Background: an optimization exercise with open tools, aiming at small area. Do not read the settings as production practice. The RTL was checked by simulation tests, not by an equivalence proof against the original design. Power and IR drop assume default switching activity.

$ cat run.sh
#!/bin/bash
# synth_recipe.tcl (not shown) runs the flow's synth.tcl, then flattens the netlist and writes it again
# the make line also repeats each setting of config.mk as NAME=value (left out here)
make -C /OpenROAD-flow-scripts/flow DESIGN_CONFIG=/design/flow/config.mk WORK_HOME=/design/flow/orfs CLKGATE_MAP_FILE= SYNTH_SCRIPT=/design/flow/synth_recipe.tcl finish
$ cat design.v
`timescale 1ns/1ps
`default_nettype none
module serial_divide;
endmodule
`default_nettype none
`timescale 1ns/1ps
module cf_cpu (
	input wire clk,
	input wire rst_n,
	output wire [16:0] bus_address,
	output wire bus_wr_en,
	output wire bus_io_flag,
	output wire bus_burst,
	output wire [15:0] bus_data_in,
	output wire bus_enable,
	input wire bus_ready,
	input wire [15:0] bus_data_out
);
	localparam [5:0]
		S_INIT  = 6'd0,  S_FETCH = 6'd1,  S_RDOP  = 6'd2,  S_OPA   = 6'd3,
		S_OPN   = 6'd4,  S_NORM  = 6'd5,  S_AN    = 6'd6,  S_AXS   = 6'd7,
		S_ASP   = 6'd8,  S_RDP   = 6'd9,  S_AM    = 6'd10, S_RDO   = 6'd11,
		S_EXA   = 6'd12, S_CMP1  = 6'd13, S_SETB  = 6'd14, S_CLRT  = 6'd15,
		S_MSTEP = 6'd16, S_DZ    = 6'd17, S_SHLT  = 6'd18, S_TRIAL = 6'd19,
		S_STEP  = 6'd20, S_SHIFTA= 6'd21, S_SHX   = 6'd22, S_DATA  = 6'd23,
		S_WR    = 6'd24, S_LEA   = 6'd25, S_AP    = 6'd26, S_RDT   = 6'd27,
		S_JM    = 6'd28, S_SJ    = 6'd29, S_SWA   = 6'd30, S_SWB   = 6'd31,
		S_SWV   = 6'd32, S_SWC   = 6'd33, S_SWE   = 6'd34, S_PSH1  = 6'd35,
		S_PD    = 6'd36, S_SN    = 6'd37, S_MISC  = 6'd38, S_IOA   = 6'd39,
		S_IOX   = 6'd40, S_SWP1  = 6'd41, S_SWP2  = 6'd42, S_SWP3  = 6'd43;
	localparam [3:0] A_0 = 0, A_A = 1, A_X = 2, A_R0 = 3, A_R1 = 4, A_S = 5,
	                 A_P = 6, A_T = 7, A_M = 8, A_AR = 9;
	localparam [3:0] B_0 = 0, B_M = 1, B_N = 2, B_A = 3, B_K2 = 4, B_K6 = 5,
	                 B_KF = 6, B_V = 7, B_MQ = 8;
	localparam [2:0] O_ADD = 0, O_AND = 1, O_OR = 2, O_XOR = 3, O_SHL = 4;
	reg [3:0]  bc;
	reg [5:0]  st;
	reg        sy;
	reg [15:0] rA, rX, rR0, rR1, rS, rP, rT;
	reg [15:0] M, AR;
	reg [7:0]  IR;
	reg [3:0]  cnt;
	reg        c, q, zf, zA;
	reg        f_slt, f_seq, f_ult, f_eq;
	wire ph0  = (bc == 4'd0);
	wire ph7  = (bc == 4'd7);
	wire ph15 = (bc == 4'd15);
	wire [2:0] md = IR[2:0];
	wire g_alu = (IR <= 8'h97) || (IR >= 8'hB8 && IR <= 8'hC7);
	wire g_st  = (IR >= 8'h98 && IR <= 8'hB7);
	wire leai  = (IR[7:3] == 5'b10011);
	wire w16   = (IR <= 8'h97) ? ~IR[3] : 1'b0;
	wire isbus = (st == S_RDOP) | (st == S_RDP) | (st == S_RDO) | (st == S_WR) |
	             (st == S_RDT) | (st == S_SWA) | (st == S_SWV) | (st == S_IOX);
	wire step_end = ph15 & (~isbus | sy);
	reg [3:0] asel, bsel;
	reg [2:0] op;
	reg inv, cin;
	reg [1:0] cisel;        
	reg wA, wX, wR0, wR1, wS, wP, wT, wAR, arA, msh;
	reg [1:0] msel;         
	reg rshA, rshT;
	reg [5:0] nxt;
	wire en_sh = (cnt < M[3:0]);
	wire zA_n, zf_n;
	wire [5:0] adone = g_alu ? S_RDO : (leai ? S_LEA : S_DATA);
	reg [5:0] exd;
	always @* begin
		case (IR[7:4])
			4'h3: exd = S_CLRT;
			4'h4: exd = S_DZ;
			4'h8: exd = S_CMP1;
			4'hB, 4'hC: exd = S_SHX;
			default: exd = S_EXA;
		endcase
	end
	reg [5:0] disp;
	always @* begin
		disp = S_FETCH;
		if (g_alu || g_st) begin
			case (md)
				3'd0: disp = w16 ? S_OPA : S_OPN;
				3'd1: disp = S_OPA;
				3'd2, 3'd7: disp = S_AXS;
				3'd3, 3'd4: disp = S_AN;
				default: disp = S_ASP;
			endcase
		end else if (IR[7:3] == 5'b11001) begin
			disp = S_SETB;                        
		end else begin
			case (IR)
				8'hD0: disp = S_AP;
				8'hD1: disp = zA_n ? S_AP : S_OPA;
				8'hD2: disp = zA_n ? S_OPA : S_AP;
				8'hD3: disp = S_SJ;
				8'hD4: disp = zA_n ? S_SJ : S_OPN;
				8'hD5: disp = zA_n ? S_OPN : S_SJ;
				8'hD7: disp = S_AXS;
				8'hD8: disp = S_PSH1;
				8'hD9: disp = S_ASP;
				8'hDA, 8'hDB: disp = S_SN;
				8'hDC, 8'hDD: disp = S_PSH1;
				8'hE3: disp = S_SETB;
				8'hEA, 8'hEB: disp = S_OPN;
				8'hF3, 8'hF4: disp = S_SWP1;
				default: disp = S_MISC;
			endcase
		end
	end
	always @* begin
		asel = A_0; bsel = B_0; op = O_ADD; inv = 1'b0; cin = 1'b0; cisel = 2'd0;
		wA = 0; wX = 0; wR0 = 0; wR1 = 0; wS = 0; wP = 0; wT = 0; wAR = 0; arA = 0;
		msh = 0; msel = 2'd0; rshA = 0; rshT = 0;
		nxt = S_FETCH;
		case (st)
			S_INIT:  begin bsel = B_KF; wP = 1; end
			S_FETCH: begin asel = A_P; cin = 1; wP = 1; wAR = 1; arA = 1; nxt = S_RDOP; end
			S_RDOP:  nxt = disp;
			S_OPA:   begin asel = A_P; bsel = B_K2; wP = 1; wAR = 1; arA = 1;
			               nxt = (IR[7:4] == 4'hD) ? S_FETCH : (md == 3'd1 ? S_RDP : S_RDO); end
			S_OPN:   begin asel = A_P; cin = 1; wP = 1;
			               if (IR == 8'hEA || IR == 8'hEB) nxt = S_IOA;
			               else if (IR[7:4] == 4'hD) nxt = S_FETCH;
			               else if (md == 3'd0) nxt = S_NORM;
			               else nxt = adone; end
			S_NORM:  begin bsel = B_N; msh = 1; msel = 2'd0; nxt = exd; end
			S_AN:    begin asel = md[0] ? A_X : A_S; bsel = B_N; msh = 1; wAR = 1; nxt = S_OPN; end
			S_AXS:   begin asel = (md == 3'd7 && IR != 8'hD7) ? A_S : A_X; wAR = 1;
			               nxt = (IR == 8'hD7) ? S_SWA : (md == 3'd7 ? S_RDP : adone); end
			S_ASP:   begin asel = A_S; bsel = B_K2; wS = ~leai; wAR = 1; arA = 1;
			               nxt = (IR == 8'hD9) ? S_RDT : (md == 3'd6 ? S_RDP : S_RDO); end
			S_RDP:   nxt = S_AM;
			S_AM:    begin asel = A_M; msh = 1; msel = 2'd1; wAR = 1; nxt = adone; end
			S_RDO:   nxt = exd;
			S_EXA:   begin
			             bsel = B_M; msh = 1; msel = 2'd1;
			             case (IR[7:4])
			                 4'h1: asel = A_A;
			                 4'h2: begin asel = A_A; inv = 1; cin = 1; end
			                 4'h5: begin asel = A_A; op = O_AND; end
			                 4'h6: begin asel = A_A; op = O_OR; end
			                 4'h7: begin asel = A_A; op = O_XOR; end
			                 default: ;
			             endcase
			             if (IR[7:4] == 4'h9) wX = 1; else wA = 1;
			         end
			S_CMP1:  begin asel = A_A; bsel = B_M; inv = 1; cin = 1; wA = 1; msh = 1; msel = 2'd1; nxt = S_SETB; end
			S_SETB:  begin bsel = B_V; wA = 1; end
			S_CLRT:  begin wT = 1; nxt = S_MSTEP; end
			S_MSTEP: begin asel = A_T; bsel = B_MQ; msh = 1; msel = 2'd1; rshA = 1; rshT = 1;
			               nxt = (cnt == 4'd15) ? S_FETCH : S_MSTEP; end
			S_DZ:    begin wT = 1; msh = 1; msel = 2'd1; nxt = zf_n ? S_MISC : S_SHLT; end
			S_SHLT:  begin asel = A_T; op = O_SHL; cisel = 2'd2; wT = 1; nxt = S_TRIAL; end
			S_TRIAL: begin asel = A_T; bsel = B_M; inv = 1; cin = 1; msh = 1; msel = 2'd1; nxt = S_STEP; end
			S_STEP:  begin asel = A_T; bsel = B_MQ; inv = q; cin = q; msh = 1; msel = 2'd1; wT = 1; nxt = S_SHIFTA; end
			S_SHIFTA:begin asel = A_A; op = O_SHL; cisel = 2'd1; wA = 1;
			               nxt = (cnt == 4'd15) ? S_FETCH : S_SHLT; end
			S_SHX:   begin asel = A_A; op = O_SHL;
			               if (IR[7:4] == 4'hC) wA = en_sh; else rshA = en_sh;
			               nxt = (cnt == 4'd15) ? S_FETCH : S_SHX; end
			S_DATA:  begin asel = ((IR[7:3] == 5'b10110) || IR == 8'hDD) ? A_X : A_A; msh = 1; msel = 2'd0;
			               nxt = (IR[7:4] == 4'hE) ? S_IOX : S_WR; end
			S_WR:    nxt = (IR == 8'hD8) ? S_AP : S_FETCH;
			S_LEA:   begin asel = A_AR; wAR = 1; wX = 1; end
			S_AP:    begin asel = A_P; wAR = 1; nxt = S_RDT; end
			S_RDT:   nxt = S_JM;
			S_JM:    begin bsel = B_M; msh = 1; msel = 2'd1; wP = 1; end
			S_SJ:    begin asel = A_P; bsel = B_N; cin = 1; msh = 1; msel = 2'd2; wP = 1; end
			S_SWA:   nxt = S_SWB;
			S_SWB:   begin asel = A_AR; bsel = B_K2; wAR = 1; msh = 1; msel = 2'd1; nxt = S_SWV; end
			S_SWV:   nxt = zf ? S_JM : S_SWC;
			S_SWC:   begin asel = A_A; bsel = B_M; inv = 1; cin = 1; msh = 1; msel = 2'd0; nxt = S_SWE; end
			S_SWE:   begin asel = A_AR; bsel = B_K2; inv = zf; cin = zf; wAR = 1; nxt = zf ? S_RDT : S_SWA; end
			S_PSH1:  begin asel = A_S; bsel = B_K2; inv = 1; cin = 1; wS = 1; wAR = 1;
			               nxt = (IR == 8'hD8) ? S_PD : S_DATA; end
			S_PD:    begin asel = A_P; bsel = B_K2; msh = 1; msel = 2'd0; nxt = S_WR; end
			S_SN:    begin asel = A_S; bsel = B_N; msh = 1; inv = ~IR[0]; cin = ~IR[0]; wS = 1; nxt = S_OPN; end
			S_IOA:   begin bsel = B_N; msh = 1; wAR = 1; nxt = S_DATA; end
			S_IOX:   nxt = (IR[0] || AR[7:2] == 6'b111100) ? S_EXA : S_FETCH;
			S_SWP1:  begin asel = A_A; msh = 1; msel = 2'd0; nxt = S_SWP2; end
			S_SWP2:  begin asel = IR[0] ? A_R0 : A_R1; wA = 1; nxt = S_SWP3; end
			S_SWP3:  begin asel = A_M; msh = 1; msel = 2'd1; if (IR[0]) wR0 = 1; else wR1 = 1; end
			S_MISC:  begin
			             case (IR)
			                 8'hD6: begin asel = A_A; wP = 1; end                  
			                 8'hDE: begin asel = A_A; wS = 1; end                  
			                 8'hDF: begin asel = A_S; wA = 1; end                  
			                 8'hE0: wA = 1;                                         
			                 8'hE1: begin asel = A_A; inv = 1; op = O_XOR; wA = 1; end  
			                 8'hE2: begin bsel = B_A; inv = 1; cin = 1; wA = 1; end     
			                 8'hE4: begin asel = A_A; cin = 1; wA = 1; end         
			                 8'hE5: begin asel = A_A; inv = 1; wA = 1; end         
			                 8'hE6: begin asel = A_A; wX = 1; end                  
			                 8'hE7: begin asel = A_X; wA = 1; end                  
			                 8'hE8: begin asel = A_X; bsel = B_A; wX = 1; end      
			                 8'hE9: begin asel = A_T; wA = 1; end                  
			                 8'hED: begin bsel = B_K6; wA = 1; end                 
			                 8'hEF: begin asel = A_A; wR0 = 1; end                 
			                 8'hF0: begin asel = A_A; wR1 = 1; end                 
			                 8'hF1: begin asel = A_R0; wA = 1; end                 
			                 8'hF2: begin asel = A_R1; wA = 1; end                 
			                 8'hF5: begin asel = A_R0; inv = 1; wR0 = 1; wA = 1; end   
			                 8'hF6: begin asel = A_R1; inv = 1; wR1 = 1; wA = 1; end   
			                 8'hF7: begin asel = A_R0; bsel = B_A; wR0 = 1; end    
			                 8'hF8: begin asel = A_R1; bsel = B_A; wR1 = 1; end    
			                 8'hF9: begin asel = A_R0; cin = 1; wR0 = 1; wX = 1; end   
			                 8'hFA: begin asel = A_R1; cin = 1; wR1 = 1; wX = 1; end   
			                 default: if (IR[7:4] == 4'h4) wA = 1;                 
			             endcase
			         end
			default: ;
		endcase
	end
	reg a, b;
	always @* begin
		case (asel)
			A_A:  a = rA[0];
			A_X:  a = rX[0];
			A_R0: a = rR0[0];
			A_R1: a = rR1[0];
			A_S:  a = rS[0];
			A_P:  a = rP[0];
			A_T:  a = rT[0];
			A_M:  a = M[0];
			A_AR: a = AR[0];
			default: a = 1'b0;
		endcase
	end
	wire f_sgt = ~f_slt & ~f_seq;
	wire f_ugt = ~f_ult & ~f_eq;
	wire fbase = IR[2] ? (IR[1] ? f_ugt : f_ult) : (IR[1] ? f_sgt : f_slt);
	wire fv    = fbase | (IR[0] & f_eq);
	wire v     = (IR[7:5] == 3'b110) ? fv : zA;
	always @* begin
		case (bsel)
			B_M:  b = M[0];
			B_N:  b = M[8] & (~bc[3] | (st == S_SJ));
			B_A:  b = rA[0];
			B_K2: b = (bc == 4'd1);
			B_K6: b = (bc == 4'd1) | (bc == 4'd2);
			B_KF: b = bc[3] & bc[2];
			B_V:  b = ph0 & v;
			B_MQ: b = M[0] & q;
			default: b = 1'b0;
		endcase
	end
	wire bi = b ^ inv;
	reg  ci;
	always @* begin
		if (ph0) begin
			case (cisel)
				2'd1: ci = q;
				2'd2: ci = rA[15];
				default: ci = (op == O_SHL) ? 1'b0 : cin;
			endcase
		end else ci = c;
	end
	wire sum  = a ^ bi ^ ci;
	wire cout = (a & bi) | (a & ci) | (bi & ci);
	reg z, cn;
	always @* begin
		cn = cout;
		case (op)
			O_AND: z = a & bi;
			O_OR:  z = a | bi;
			O_XOR: z = a ^ bi;
			O_SHL: begin z = ci; cn = a; end
			default: z = sum;
		endcase
	end
	wire act = ~isbus;
	wire [15:0] dA_in;
	wire a15_in = rshA ? (ph0 ? (rshT & z) : rA[15]) : (wA ? z : rA[0]);
	wire a14_in = (rshA & ~ph0) ? rA[0] : rA[15];
	wire t15_in = rshT ? cn : (wT ? z : rT[0]);
	wire t14_in = (rshT & ~ph0) ? z : rT[15];
	wire m15_in = (msel == 2'd0) ? z : ((msel == 2'd1) ? M[0] : M[15]);
	assign zA_n = (ph0 | zA) & ~a15_in;
	assign zf_n = (ph0 | zf) & ~m15_in;
	always @(posedge clk) begin
		rA  <= {a15_in, a14_in, rA[14:1]};
		rT  <= {t15_in, t14_in, rT[14:1]};
		rX  <= {(wX  ? z : rX[0]),  rX[15:1]};
		rR0 <= {(wR0 ? z : rR0[0]), rR0[15:1]};
		rR1 <= {(wR1 ? z : rR1[0]), rR1[15:1]};
		rS  <= {(wS  ? z : rS[0]),  rS[15:1]};
		rP  <= {(wP  ? z : rP[0]),  rP[15:1]};
		c   <= cn;
		zA  <= zA_n;
		if (wAR) AR <= {(arA ? a : z), AR[15:1]};
		if (isbus & ~sy & bus_ready) M <= bus_data_out;
		else if (msh) M <= {m15_in, M[15:1]};
		if (msh) zf <= zf_n;
		if (st == S_RDOP && ~sy && bus_ready) IR <= bus_data_out[7:0];
		if ((st == S_CLRT || st == S_MSTEP) && ph15) q <= rA[1];
		if (st == S_SHLT && ph15) q <= cn;
		if (st == S_TRIAL && ph15) q <= q | cn;
		if (st == S_CMP1) begin
			if (ph15) begin
				f_ult <= ~cn;
				f_eq  <= zA_n;
			end
			if (IR[3] ? ph7 : ph15) begin
				f_slt <= z ^ ci ^ cn;
				f_seq <= zA_n;
			end
		end
	end
	always @(posedge clk) begin
		if (!rst_n) begin
			bc  <= 4'd0;
			st  <= S_INIT;
			sy  <= 1'b0;
		end else begin
			bc <= bc + 1'b1;
			if (isbus & ~sy & bus_ready) sy <= 1'b1;
			if (step_end) begin
				st <= nxt;
				sy <= 1'b0;
			end
			if (st == S_FETCH) cnt <= 4'd0;
			else if (step_end && (st == S_MSTEP || st == S_SHIFTA || st == S_SHX)) cnt <= cnt + 1'b1;
		end
	end
	assign bus_enable  = isbus & ~sy;
	assign bus_wr_en   = (st == S_WR) | ((st == S_IOX) & ~IR[0]);
	assign bus_io_flag = (st == S_IOX);
	assign bus_burst   = ~(((st == S_RDO) & IR[3] & (md != 3'd5)) | ((st == S_WR) & (IR[7:3] == 5'b10101)));
	assign bus_address = {~(st == S_IOX) & ~((IR[7:6] == 2'b10) & ((md == 3'd2) | (md == 3'd3) | (md == 3'd4))), AR};
	assign bus_data_in = M;
endmodule
$ cat constraint.sdc
create_clock -name core_clock -period 10.0 [get_ports {clk}]
set_input_delay 2.0000 -clock core_clock [delete_from_list [all_inputs] [get_ports {clk}]]
set_output_delay 2.0000 -clock core_clock [all_outputs]
set_load 0.01 [all_outputs]
$ cat config.mk
export PLATFORM = sky130hd
export DESIGN_NAME = cf_cpu
export DESIGN_NICKNAME = cf_cpu
export VERILOG_FILES = /design/flow/design.v
export SDC_FILE = /design/flow/constraint.sdc
export NUM_CORES = 4
export LEC_CHECK = 0
export CAP_MARGIN = 20
export CORE_MARGIN = 2
export CORE_UTILIZATION = 40
export SLEW_MARGIN = 20
==> results of run 1 <==
## power breakdown
part           switching [mW]  total [mW]  internal, mW
clock network           0.319       0.681         0.362
logic                 0.00810      0.0185        0.0104
registers             0.00156       0.727         0.726
total                   0.328        1.43          1.10
## worst max-delay path: stages (launching register included)
cell and delay (ns):
sky130_fd_sc_hd__dfxtp_1 0.77, sky130_fd_sc_hd__buf_4 0.48, sky130_fd_sc_hd__nor2_1 0.26, sky130_fd_sc_hd__and3_1 0.26, sky130_fd_sc_hd__a211o_1 0.28, sky130_fd_sc_hd__a41oi_1 0.26, sky130_fd_sc_hd__and2_1 0.27, sky130_fd_sc_hd__and3b_1 0.22
sky130_fd_sc_hd__or3_1 0.38, sky130_fd_sc_hd__a32oi_1 0.50, sky130_fd_sc_hd__fa_1 0.52, sky130_fd_sc_hd__nor3b_2 0.18, sky130_fd_sc_hd__a211o_1 0.34, sky130_fd_sc_hd__a31o_2 0.32, sky130_fd_sc_hd__mux2i_1 0.15, sky130_fd_sc_hd__or3b_1 0.38
sky130_fd_sc_hd__a41oi_2 0.13
## synthesized netlist by cell type (all sizes together), types with 5 or more instances
master / number
clkbuf: 28
mux2: 15
a32oi: 7
edfxtp: 50
and3: 10
a22oi: 7
o22ai: 7
inv: 28
nor2b: 15
o31ai: 11
ha: 13
o32ai: 6
or3: 6
a41oi: 6
o21ai: 70
and4: 7
a211oi: 5
dfxtp: 125
or3b: 5
xnor2: 7
nand2b: 17
mux2i: 9
nor3b: 7
a31oi: 13
o21a: 10
a21oi: 54
and2: 12
nand2: 76
or2: 5
nand4: 10
nand3: 46
nor2: 81
a2111oi: 5
xor2: 6
nor4: 11
buf: 45
nor3: 37
o211ai: 12
## through the flow
stage          worst slack [ns]  cells  instance area [sq um]  util [%]
2_1_floorplan             5.607    968                   8902         -
3_3_place_gp              4.279   1249                   9584     43.92
3_5_place_dp              4.397   1249                   9584     43.92
4_1_cts                   4.384   1281                  10200     46.74
5_1_grt                   3.968   1281                  10200     46.74
6_report                  4.206   1281                  10200     46.74
## registers in the layout, indices dropped and copies added, names as in the netlist, 4 cells and up
signal  flops
AR         16
M          16
rA         16
rP         16
rR0        16
rR1        16
rS         16
rT         16
rX         16
IR          8
st          6
bc          4
cnt         4
## routing by layer
layer	vias up	part of all wire (%)	GRT usage, %	wire (um)
met5	-	0	0	0
met4	0	4.6	12.92	1411
met3	94	9.0	5.727	2730
met2	511	44	38.44	13350
met1	3863	42	35.04	12890
li1	3641	-	-	-
## layout make-up
| class | count | area (sq um) |
|---|---|---|
| fill | 2103 | 11620 |
| multi-input combinational | 690 | 4422 |
| sequential | 175 | 4004 |
| timing repair buffer | 74 | 693.2 |
| clock buffer | 17 | 425.4 |
| tap | 280 | 350.3 |
| clock inverter | 15 | 190.2 |
| inverter | 30 | 115.1 |
## logic make-up after synthesis
logic type	share of synthesized area, %
xor gates and xnor gates	1.279
muxes	3.162
adders and majority gates	2.164
and+or+nand+nor	22.00
DFF	44.98
AOI/OAI and AO/OA	21.07
buffers and inverters	5.355
## worst paths after layout
path	slack [ns]	cells past startpoint	to
max	4.21	16	st[3]
min reg2reg	0.33	0	rR1[14]
min	0.33	0	rR1[14]
max reg2reg	4.21	16	st[3]
==> flow_summary.ini, run 1 <==
[placed_design]
numPortBuffers = 55
gp_congestion = 1.013
place.detailed.hpwl_um = 21900

[finish]
finish.net_count = 1021
synthToLayoutAreaGrowth_pct = 14.58
insertedDiodeCount = 0
drive_above_1_share_pct = 9.690
final_common_cell = sky130_fd_sc_hd__dfxtp_1
layout_common_cells = 125 x sky130_fd_sc_hd__dfxtp_1, 80 x sky130_fd_sc_hd__nor2_1, 76 x sky130_fd_sc_hd__nand2_1, 63 x sky130_fd_sc_hd__o21ai_0, 55 x sky130_fd_sc_hd__clkdlybuf4s50_1

[synth]
yosysUniqueCellTypes = 105
netlist_instances = 968
mappedNetlistArea_sq_um = 8902
synth_area_leaders = sky130_fd_sc_hd__dfxtp_1 28%, sky130_fd_sc_hd__edfxtp_1 17%, sky130_fd_sc_hd__o21ai_0 3.6%, sky130_fd_sc_hd__nor2_1 3.4%, sky130_fd_sc_hd__nand2_1 3.2%
ff_latch_count_synth = 175
synth_top_cell_area_share_pct = 28.11
synth_largest_area_cell = sky130_fd_sc_hd__dfxtp_1
synth_async_sr_flop_share_pct = 0
synth_sequential_area_ratio_pct = 44.98
synthesis.nets = 1001
number_of_enable_flip_flop_cells_after_synthesis = 50
yosys_warnings = 1
most_frequently_used_flop_master_after_synthesis = sky130_fd_sc_hd__dfxtp_1
avg_cell_area_syn_sq_um = 9.197

[sta]
drv_slew = 0
final.setup_skew_ns = 0.01450
worstMarginPinSlew_ns = 1.292
worst_slew_margin_rel_pct = 11.62
final-hold-violation-count = 0
timing.final.setup_violations = 0
final.period_utilization_pct = 57.94
max_clk_rate_mhz = 172.6
setup_total_negative_slack_ns = 0
unrepaired_setup_endpoints_after_global_routing = false
period_needed_ns = 5.794
hold-worst-slack_ns = 0.3255

[clock_tree]
cts-hold-fix-buffers = 0
clkSlewWorstSetupHoldPaths_ns = 0.08
post_cts_resized = 0
cts-buffers-inserted = 17
tritoncts = done
cts_htree_levels = 4
cts_setup_buffers = 0
ctsRootBufferMaster = sky130_fd_sc_hd__clkbuf_16
clock_path_buffers = 2
clk-insertion-delay-late_ns = 0.43
tritoncts_num_sinks = 175

[critical_path]
worst_setup_path_end_kind = flop
worst-setup-path-type = reg -> reg
startpoint = st[1]
critPathRequiredTime_ns = 10.36
critPathLaunchType = flop
worstReg2RegStart = st[1]
critPathMaxFanout = 38
critPathArrivalTime_ns = 6.16

[power_and_ir_drop]
max-vdd-ir-drop_mv = 0.09112
powerDensity_nw_per_um2 = 139.9
cellLeakagePower_nw = 3.665
p_total_mw = 1.427

[floorplan]
placement_rows = 54
io_pins = 56
chipHeight_um = 153.2
design.die.area_sq_um = 23470
floorplan.initialDensity_pct = 40.79
core_region_area_sq_um = 21820
floorplan.die.width_um = 153.2

[route]
vias = 8109
drtIter0Drc = 1007
totalWireLength_um = 30380
drtAntennaViolNets = 0
detail_route.first_pass.iterations = 5
avgViaCountPerCell = 6.330
detail_route.wl_per_cell_um = 23.72
post-route-drc-count = 0

[status]
outcome = complete, no violations

[flow_run]
cap_viol_max_count = 0

[hold_path]
hold_path.class = reg -> reg
min-delay-start = rR1[15]

[global_route]
antenna_found_initial = 0
grt_pass1_vias = 7619
gr-total-overflow = 0
grt_start_max_net_pins = 50
grt_pass1_wl_um = 46460
track_usage_pct = 25.71
==> inputs of run 2 (changes only) <==
--- a/config.mk
+++ b/config.mk
@@ -7,2 +7,3 @@
 export LEC_CHECK = 0
+export ABC_AREA = 1
 export CAP_MARGIN = 20
==> flow_summary.ini, run 2 <==
[synth]
synth_top_cell_area_share_pct = 32.44
synth_async_sr_flop_share_pct = 0
synth_largest_area_cell = sky130_fd_sc_hd__dfxtp_1
synth_most_common_cell = sky130_fd_sc_hd__nand2_1
number_of_enable_flip_flop_cells_after_synthesis = 50
netlist_instances = 930
most_frequent_cells_after_synthesis = 181 x sky130_fd_sc_hd__nand2_1, 140 x sky130_fd_sc_hd__nor2_1, 125 x sky130_fd_sc_hd__dfxtp_1
yosys_warnings = 1
avg_cell_area_syn_sq_um = 8.296
most_frequently_used_flop_master_after_synthesis = sky130_fd_sc_hd__dfxtp_1
ff_latch_count_synth = 175
synth_sequential_area_ratio_pct = 51.90
synth_area_leaders = sky130_fd_sc_hd__dfxtp_1 32%, sky130_fd_sc_hd__edfxtp_1 19%, sky130_fd_sc_hd__nand2_1 8.8%, sky130_fd_sc_hd__nor2_1 6.8%, sky130_fd_sc_hd__inv_1 5.0%
yosysUniqueCellTypes = 50
synthesis.nets = 963
mappedNetlistArea_sq_um = 7715

[floorplan]
io_pins = 56
placement_rows = 50
core_region_area_sq_um = 18830
design.die.area_sq_um = 20410
floorplan.initialDensity_pct = 40.97
chipHeight_um = 142.9
floorplan.die.width_um = 142.9

[clock_tree]
cts-hold-fix-buffers = 0
tritoncts_num_sinks = 175
post_cts_resized = 0
ctsRootBufferMaster = sky130_fd_sc_hd__clkbuf_16
cts_htree_levels = 4
cts-buffers-inserted = 17
tritoncts = done
clk-insertion-delay-late_ns = 0.45
clock_path_buffers = 2
cts_setup_buffers = 0
clkSlewWorstSetupHoldPaths_ns = 0.09

[global_route]
antenna_found_initial = 0
grt_pass1_vias = 6546
gr-total-overflow = 0
grt_pass1_wl_um = 37000
track_usage_pct = 24.52
grt_start_max_net_pins = 23

[sta]
final-hold-violation-count = 0
worst_slew_margin_rel_pct = 22.90
timing.final.setup_violations = 0
setup_total_negative_slack_ns = 0
unrepaired_setup_endpoints_after_global_routing = false
worstMarginPinSlew_ns = 1.127
final.setup_skew_ns = 0.01919
max_clk_rate_mhz = 190.2
drv_slew = 0
final.period_utilization_pct = 52.57
period_needed_ns = 5.257

[finish]
final_common_cell = sky130_fd_sc_hd__nand2_1
seq_area_sq_um = 4004
insertedDiodeCount = 0
synthToLayoutAreaGrowth_pct = 18.44
drive_above_1_share_pct = 8.591
final_area_sq_um = 9138
fill_cells = 1860
layout_common_cells = 181 x sky130_fd_sc_hd__nand2_1, 140 x sky130_fd_sc_hd__nor2_1, 125 x sky130_fd_sc_hd__dfxtp_1, 103 x sky130_fd_sc_hd__inv_1, 55 x sky130_fd_sc_hd__clkdlybuf4s50_1
finish.net_count = 1021
multi_input_comb_area_sq_um = 3171

[flow_run]
cap_viol_max_count = 0

[route]
vias = 6870
drtAntennaViolNets = 0
detail_route.first_pass.iterations = 6
drtIter0Drc = 612
avgViaCountPerCell = 5.448
totalWireLength_um = 24160
detail_route.wl_per_cell_um = 19.16
post-route-drc-count = 0

[critical_path]
critPathMaxFanout = 11
critPathRequiredTime_ns = 8.00
worst_setup_path_end_kind = output port
critPathArrivalTime_ns = 3.26
critPathLaunchType = flop
worst-setup-path-type = reg -> out

[power_and_ir_drop]
cellLeakagePower_nw = 3.975
max-vdd-ir-drop_mv = 0.1093
powerDensity_nw_per_um2 = 159.6

[placed_design]
placedInstanceArea_sq_um = 8494
place.detailed.hpwl_um = 18560
gp_congestion = 1.001
numPortBuffers = 55

[status]
outcome = complete, no violations

[hold_path]
hold_path.class = reg -> reg
-- run 2: path summary, 6_finish.rpt --
path	slack (ns)	from	cells past startpoint	to
setup / recovery	4.74	st[4]	11	bus_enable
hold / removal	0.32	rS[4]	0	rS[3]
setup reg to reg	4.97	st[4]	29	st[3]
hold reg to reg	0.32	rS[4]	0	rS[3]
-- run 2: cell families after synthesis --
| kind of cell | Yosys count | synth area share, % |
|---|---|---|
| buf+inv | 134 | 7.006 |
| flops | 175 | 51.90 |
| compound gates | 130 | 10.07 |
| simple gates | 461 | 26.45 |
| xor+xnor | 4 | 0.4542 |
| fa+ha+maj | 14 | 2.368 |
| mux | 12 | 1.752 |
-- run 2: layout make-up --
class | instances | share of cell area (%)
multi-input combinational | 621 | 34.70
clock inverter | 15 | 2.383
clock buffer | 17 | 4.656
sequential | 175 | 43.82
tap | 260 | 3.560
timing repair buffer | 55 | 6.025
inverter | 118 | 4.861
-- run 2: metal layers --
layer | vias to the layer above | global-route usage (%) | part of all wire [%]
li1 | 3231 | - | -
met1 | 3161 | 32.17 | 44
met2 | 399 | 36.94 | 42
met3 | 79 | 7.478 | 9.8
met4 | 0 | 11.67 | 4.1
met5 | - | 0 | 0
-- run 2: per-stage QoR --
stage | hold slack [ns] | instances | power [mW] | utilization, % | setup WS (ns)
after global placement | 0.3102 | 1229 | 0.7717 | 45.11 | 5.128
after global routing | 0.3321 | 1261 | 1.510 | 48.52 | 4.362
after CTS | 0.3278 | 1261 | 1.476 | 48.52 | 4.802
final | 0.3228 | 1261 | 1.459 | 48.52 | 4.743
after detailed placement | 0.3121 | 1229 | 0.7716 | 45.11 | 5.057
after floorplan | 0.3096 | 930 | 0.7573 | - | 6.375
-- run 2: critical path, stage by stage, from the launching register on --
cell and delay, ns:
sky130_fd_sc_hd__dfxtp_1 0.42, sky130_fd_sc_hd__inv_2 0.07, sky130_fd_sc_hd__nor2_1 0.52, sky130_fd_sc_hd__inv_1 0.31, sky130_fd_sc_hd__nor3_1 0.44, sky130_fd_sc_hd__inv_1 0.08, sky130_fd_sc_hd__nand2_1 0.09, sky130_fd_sc_hd__inv_1 0.06
sky130_fd_sc_hd__nand4_1 0.13, sky130_fd_sc_hd__nand2_1 0.06, sky130_fd_sc_hd__inv_1 0.08, sky130_fd_sc_hd__clkdlybuf4s50_1 0.54
-- run 2: report_power, final --
part / leakage, nW / internal, mW / switching, mW
clock network: 0.308 / 0.351 / 0.351
registers: 1.46 / 0.729 / 0.00249
logic: 2.20 / 0.0106 / 0.0142
total: 3.97 / 1.09 / 0.368
==> inputs of run 3 (changes only) <==
==> flow/run.sh (new file) <==
#!/bin/bash
# Layout flow: the standard flow, with smaller port buffers and a clock tree
# built without dummy loads.  Each tool's output goes to a log of its own.
set -e
cp standard.sh standard_sh_copy.log
cat >> config.mk <<'EOF'
export BUFFER_PORTS_ARGS = -buffer_cell sky130_fd_sc_hd__buf_1
export CTS_ARGS = -sink_clustering_enable -repair_clock_nets -dont_use_dummy_load -buf_list sky130_fd_sc_hd__clkbuf_8
EOF
bash standard.sh > standard.log 2>&1
==> standard.sh (new file) <==
#!/bin/bash
# synth_recipe.tcl (not shown) runs the flow's synth.tcl, then flattens the netlist and writes it again
# the make line also repeats each setting of config.mk as NAME=value (left out here)
make -C /OpenROAD-flow-scripts/flow DESIGN_CONFIG=/design/flow/config.mk WORK_HOME=/design/flow/orfs CLKGATE_MAP_FILE= SYNTH_SCRIPT=/design/flow/synth_recipe.tcl "${@:-finish}"
--- a/config.mk
+++ b/config.mk
@@ -12 +12,3 @@
 export SLEW_MARGIN = 20
+export BUFFER_PORTS_ARGS = -buffer_cell sky130_fd_sc_hd__buf_1
+export CTS_ARGS = -sink_clustering_enable -repair_clock_nets -dont_use_dummy_load -buf_list sky130_fd_sc_hd__clkbuf_8
removed: run.sh
==> flow_summary.ini, run 3 <==
[finish]
finish.net_count = 1023
drive_above_1_share_pct = 7.389
final_common_cell = sky130_fd_sc_hd__nand2_1
final_cells = 1249
synthToLayoutAreaGrowth_pct = 8.904
layout_common_cells = 181 x sky130_fd_sc_hd__nand2_1, 140 x sky130_fd_sc_hd__nor2_1, 125 x sky130_fd_sc_hd__dfxtp_1, 103 x sky130_fd_sc_hd__inv_1, 55 x sky130_fd_sc_hd__buf_1

[clock_tree]
cts_setup_buffers = 0
clock_path_buffers = 2
tritoncts = done
clkSlewWorstSetupHoldPaths_ns = 0.08
tritoncts_num_sinks = 175
cts-hold-fix-buffers = 0
clk-insertion-delay-late_ns = 0.45
cts-buffers-inserted = 17
cts_htree_levels = 4
ctsRootBufferMaster = sky130_fd_sc_hd__clkbuf_8
post_cts_resized = 0

[synth]
avg_cell_area_syn_sq_um = 8.296
mappedNetlistArea_sq_um = 7715
synth_area_leaders = sky130_fd_sc_hd__dfxtp_1 32%, sky130_fd_sc_hd__edfxtp_1 19%, sky130_fd_sc_hd__nand2_1 8.8%, sky130_fd_sc_hd__nor2_1 6.8%, sky130_fd_sc_hd__inv_1 5.0%
synth_top_cell_area_share_pct = 32.44
most_frequent_cells_after_synthesis = 181 x sky130_fd_sc_hd__nand2_1, 140 x sky130_fd_sc_hd__nor2_1, 125 x sky130_fd_sc_hd__dfxtp_1
yosys_warnings = 1
number_of_enable_flip_flop_cells_after_synthesis = 50
yosysUniqueCellTypes = 50
ff_latch_count_synth = 175
synth_sequential_area_ratio_pct = 51.90
synth_largest_area_cell = sky130_fd_sc_hd__dfxtp_1
synthesis.nets = 963
most_frequently_used_flop_master_after_synthesis = sky130_fd_sc_hd__dfxtp_1
synth_most_common_cell = sky130_fd_sc_hd__nand2_1
netlist_instances = 930
synth_async_sr_flop_share_pct = 0

[sta]
timing.final.setup_violations = 0
unrepaired_setup_endpoints_after_global_routing = false
worstMarginPinSlew_ns = 0.8554
max_clk_rate_mhz = 195.4
worst_slew_margin_rel_pct = 42.81
timing.final.ws_setup_ns = 4.883
final.period_utilization_pct = 51.17
drv_slew = 0
setup_total_negative_slack_ns = 0
period_needed_ns = 5.117
final-hold-violation-count = 0
final.setup_skew_ns = 0.05679

[route]
totalWireLength_um = 24700
detail_route.wl_per_cell_um = 19.78
drtAntennaViolNets = 0
avgViaCountPerCell = 5.505
drtIter0Drc = 805
detail_route.first_pass.iterations = 5
post-route-drc-count = 0
vias = 6876

[floorplan]
core_region_area_sq_um = 18830
io_pins = 56
floorplan.die.width_um = 142.9
design.die.area_sq_um = 20410
floorplan.initialDensity_pct = 40.97
chipHeight_um = 142.9
placement_rows = 50

[global_route]
grt_start_max_net_pins = 23
antenna_found_initial = 1
gr-total-overflow = 0
grt_pass1_wl_um = 37480
track_usage_pct = 24.76
grt_pass1_vias = 6434

[status]
outcome = complete, no violations

[power_and_ir_drop]
cellLeakagePower_nw = 3.650
max-vdd-ir-drop_mv = 0.09350
p_total_mw = 1.108
powerDensity_nw_per_um2 = 131.9

[critical_path]
worst-setup-path-type = reg -> reg
critPathMaxFanout = 11
critPathArrivalTime_ns = 5.43
critPathRequiredTime_ns = 10.31
slowest_stage = sky130_fd_sc_hd__nor2_1
critPathLaunchType = flop
worst_setup_path_end_kind = flop
cp_common_cell = sky130_fd_sc_hd__nand2_1
stage_delay_of_the_slowest_cell_on_the_critical_path_ns = 0.58

[placed_design]
numPortBuffers = 55
gp_congestion = 1.008
preCtsSetupSlack_ns = 5.045
place.detailed.hpwl_um = 19530
instance_count_after_placement_with_tap_cells_included = 1231

[flow_run]
cap_viol_max_count = 0

[hold_path]
hold_path.class = reg -> reg
==> run 3: changes by cell type in the layout (fill, tap and decap cells not counted), sizes merged <==
cell | previous run | this run
buf | 0 | 57
clkdlybuf4s50 | 55 | 0
inv | 125 | 116
clkinv | 8 | 2
diode | 0 | 1
==> run 3: final timing paths <==
path	from	slack (ns)	end	cells past startpoint
hold / removal	rR0[7]	0.31	rR0[6]	0
setup / recovery	st[4]	4.88	st[3]	29
hold reg to reg	rR0[7]	0.31	rR0[6]	0
setup reg to reg	st[4]	4.88	st[3]	29
==> run 3: metal layers <==
layer	global-route usage, %	routed length, um	vias to the layer above	share of wire, %
li1	-	-	3213	-
met1	34.17	11160	3240	45
met2	37.27	10470	356	42
met3	4.930	2050	67	8.3
met4	11.83	1026	0	4.2
met5	0	0	-	0
==> run 3: cell type report <==
type / instances / area [sq um]
clock buffer: 17 / 234.0
inverter: 118 / 444.2
antenna: 1 / 2.502
timing repair buffer: 57 / 221.5
sequential: 175 / 4004
fill: 1889 / 10430
tap: 260 / 325.3
multi-input combinational: 621 / 3171
==> run 3: critical path: cells and delay by family (launching register included) <==
family / cells / cell delay, ns
and+or+nand+nor: 20 / 2.90
buffers and inverters: 5 / 0.79
adders and majority gates: 1 / 0.53
DFF: 1 / 0.41
AOI/OAI and AO/OA: 3 / 0.38
==> run 3: cells by family after synthesis <==
family	synth area share, %
AOI/OAI and AO/OA	10.07
xor gates and xnor gates	0.4542
adders and majority gates	2.368
buffers and inverters	7.006
DFF	51.90
muxes	1.752
and+or+nand+nor	26.45
==> run 3: through the flow <==
| step | util (%) | hold slack [ns] | cell area (sq um) |
|---|---|---|---|
| floorplan | - | 0.3096 | 7715 |
| global placement | 43.36 | 0.3100 | 8165 |
| detailed placement | 43.36 | 0.3121 | 8165 |
| CTS | 44.60 | 0.3084 | 8399 |
| global route | 44.60 | 0.3041 | 8399 |
| finish | 44.62 | 0.3064 | 8402 |
==> run 3: power breakdown <==
part / switching, mW / total [mW] / internal, mW
clock: 0.207 / 0.357 / 0.151
sequential: 0.00267 / 0.732 / 0.729
combinational: 0.0131 / 0.0191 / 0.00598
total: 0.222 / 1.11 / 0.886
==> inputs of run 4 (changes only) <==
--- a/flow/run.sh
+++ b/flow/run.sh
@@ -7,3 +7,3 @@
 export BUFFER_PORTS_ARGS = -buffer_cell sky130_fd_sc_hd__buf_1
-export CTS_ARGS = -sink_clustering_enable -repair_clock_nets -dont_use_dummy_load -buf_list sky130_fd_sc_hd__clkbuf_8
+export CTS_ARGS = -sink_clustering_enable -repair_clock_nets -dont_use_dummy_load
 EOF
--- a/config.mk
+++ b/config.mk
@@ -13,2 +13,2 @@
 export BUFFER_PORTS_ARGS = -buffer_cell sky130_fd_sc_hd__buf_1
-export CTS_ARGS = -sink_clustering_enable -repair_clock_nets -dont_use_dummy_load -buf_list sky130_fd_sc_hd__clkbuf_8
+export CTS_ARGS = -sink_clustering_enable -repair_clock_nets -dont_use_dummy_load
==> flow_summary.ini, run 4 <==
[finish]
multi_input_comb_area_sq_um = 3171
drive_above_1_share_pct = 7.389
final_core_density_pct = 45.62
final_common_cell = sky130_fd_sc_hd__nand2_1
synthToLayoutAreaGrowth_pct = 11.35
final_area_sq_um = 8591
seq_area_sq_um = 4004
layout_common_cells = 181 x sky130_fd_sc_hd__nand2_1, 140 x sky130_fd_sc_hd__nor2_1, 125 x sky130_fd_sc_hd__dfxtp_1, 103 x sky130_fd_sc_hd__inv_1, 55 x sky130_fd_sc_hd__buf_1
insertedDiodeCount = 0
fill_cells = 1872
finish.net_count = 1023

[sta]
drv_slew = 0
hold-worst-slack_ns = 0.3073
timing.final.setup_violations = 0
worst_slew_margin_rel_pct = 42.71
period_needed_ns = 5.078
final.period_utilization_pct = 50.78
setup_total_negative_slack_ns = 0
worstMarginPinSlew_ns = 0.8573
unrepaired_setup_endpoints_after_global_routing = false
final.setup_skew_ns = 0.05572
final-hold-violation-count = 0
max_clk_rate_mhz = 196.9

[synth]
synth_top_cell_area_share_pct = 32.44
ff_latch_count_synth = 175
yosysUniqueCellTypes = 50
synth_sequential_area_ratio_pct = 51.90
synthesis.nets = 963
most_frequent_cells_after_synthesis = 181 x sky130_fd_sc_hd__nand2_1, 140 x sky130_fd_sc_hd__nor2_1, 125 x sky130_fd_sc_hd__dfxtp_1
yosys_warnings = 1
most_frequently_used_flop_master_after_synthesis = sky130_fd_sc_hd__dfxtp_1
synth_area_leaders = sky130_fd_sc_hd__dfxtp_1 32%, sky130_fd_sc_hd__edfxtp_1 19%, sky130_fd_sc_hd__nand2_1 8.8%, sky130_fd_sc_hd__nor2_1 6.8%, sky130_fd_sc_hd__inv_1 5.0%
mappedNetlistArea_sq_um = 7715
synth_async_sr_flop_share_pct = 0
number_of_enable_flip_flop_cells_after_synthesis = 50
netlist_instances = 930
avg_cell_area_syn_sq_um = 8.296
synth_largest_area_cell = sky130_fd_sc_hd__dfxtp_1
synth_most_common_cell = sky130_fd_sc_hd__nand2_1

[critical_path]
regToRegEndpoint = st[3]
worst-setup-path-type = reg -> reg
worstReg2RegStart = st[4]
startpoint = st[4]
critPathArrivalTime_ns = 5.37
timing.reg2reg.setup_slack_ns = 4.92
path_buf_inv = 5
worstRegToRegCells = 29
critPathRequiredTime_ns = 10.29
stage_delay_of_the_slowest_cell_on_the_critical_path_ns = 0.57
critPathMaxFanout = 11
cp_common_cell = sky130_fd_sc_hd__nand2_1
critPathLaunchType = flop
critical-path-top-delay-family = simple AND/OR/NAND/NOR gates
slowest_stage = sky130_fd_sc_hd__nor2_1
worst_setup_path_end_kind = flop

[hold_path]
holdPathEnd = rR0[6]
hold_depth = 0
hold_path.class = reg -> reg
min-delay-start = rR0[7]

[status]
outcome = complete, no violations

[clock_tree]
cts_htree_levels = 4
cts_setup_buffers = 0
clkSlewWorstSetupHoldPaths_ns = 0.06
cts-hold-fix-buffers = 0
clock_path_buffers = 2
cts-buffers-inserted = 17
tritoncts_num_sinks = 175
post_cts_resized = 0
ctsRootBufferMaster = sky130_fd_sc_hd__clkbuf_16
tritoncts = done
clk-insertion-delay-late_ns = 0.44

[floorplan]
placement_rows = 50
chipHeight_um = 142.9
design.die.area_sq_um = 20410
core_region_area_sq_um = 18830
io_pins = 56
floorplan.initialDensity_pct = 40.97
floorplan.die.width_um = 142.9

[route]
vias = 6860
avgViaCountPerCell = 5.497
detail_route.wl_per_cell_um = 19.93
totalWireLength_um = 24870
post-route-drc-count = 0
drtIter0Drc = 769
detail_route.first_pass.iterations = 6
drtAntennaViolNets = 0

[power_and_ir_drop]
p_total_mw = 1.275
powerDensity_nw_per_um2 = 148.4
max-vdd-ir-drop_mv = 0.09745
cellLeakagePower_nw = 3.737

[placed_design]
place.detailed.hpwl_um = 19530
numPortBuffers = 55
placedInstanceArea_sq_um = 8165
gp_congestion = 1.008

[global_route]
grt_start_max_net_pins = 23
track_usage_pct = 24.93
antenna_found_initial = 0
grt_pass1_vias = 6433
grt_pass1_wl_um = 37470
gr-total-overflow = 0

[flow_run]
cap_viol_max_count = 0
run 4: cell counts after synthesis:
No cell type changed its count.
run 4: power breakdown:
part,total (mW),internal [mW],switching (mW)
sequential,0.733,0.730,0.00268
clock,0.523,0.294,0.229
combinational,0.0191,0.00598,0.0131
run 4: routing by layer:
metal	part of all wire, %	track usage [%]	vias up
met4	3.8	11.57	0
li1	-	-	3213
met5	0	0	-
met1	44	34.10	3219
met3	9.1	5.701	53
met2	43	37.50	375
run 4: metrics by stage:
step           worst slack (ns)  cells
2_1_floorplan             6.375    930
3_3_place_gp              4.973   1231
3_5_place_dp              5.045   1231
4_1_cts                   5.002   1248
5_1_grt                   4.495   1248
6_report                  4.922   1248
run 4: cells by family after synthesis:
family | count (synthesis) | synth area share (%)
DFF | 175 | 51.90
muxes | 12 | 1.752
adders and majority gates | 14 | 2.368
and+or+nand+nor | 461 | 26.45
AOI/OAI and AO/OA | 130 | 10.07
xor gates and xnor gates | 4 | 0.4542
buffers and inverters | 134 | 7.006
run 4: how the worst max path moves through the flow:
| stage | end | slack, ns | depth (start not counted) |
|---|---|---|---|
| 4_1_cts | st[3] | 5.00 | 29 |
| 6_report | st[3] | 4.92 | 29 |
| 5_1_grt | st[3] | 4.50 | 31 |
| 3_3_place_gp | st[3] | 4.97 | 29 |
| 2_1_floorplan | st[3] | 6.37 | 29 |
| 3_5_place_dp | st[3] | 5.04 | 29 |
run 4: layout make-up:
class	count	share of cell area, %
sequential	175	46.61
multi-input combinational	621	36.91
inverter	118	5.170
clock buffer	17	4.952
tap	260	3.787
timing repair buffer	57	2.578

[static timing again, ports no longer ideal]
Ports are ideal in the flow. The routed layouts listed here were re-timed in OpenROAD.
Step 1 sets driving cells, clkbuf_16 on the clock port and buf_2 on the other inputs (assumed; they add their load-dependent delay and slew).
Step 2 moves the port delays by t, midway between the first and last clock arrival at a register: inputs arrive t later, outputs are due t later. That takes back most of the time a late clock gives input paths.
a / b / c = ideal / step 1 / step 2; a / b = the first two.
run | shift t [ns] | slack for setup (ns) | hold slack, ns | latest minus earliest clock arrival (ns) | worst data-port slew with drivers (ns)
run 1 | 0.476 | 4.206 / 4.206 / 4.206 | 0.325 / 0.325 / 0.325 | 0.015 / 0.016 | 0.04
run 2 | 0.479 | 4.743 / 4.698 / 4.971 | 0.323 / 0.323 / 0.323 | 0.021 / 0.021 | 0.04
run 3 | 0.464 | 4.883 / 4.883 / 4.883 | 0.306 / 0.306 / 0.306 | 0.057 / 0.057 | 0.04
run 4 | 0.461 | 4.922 / 4.922 / 4.922 | 0.307 / 0.307 / 0.307 | 0.055 / 0.056 | 0.04
After both steps every run listed still meets setup and hold.
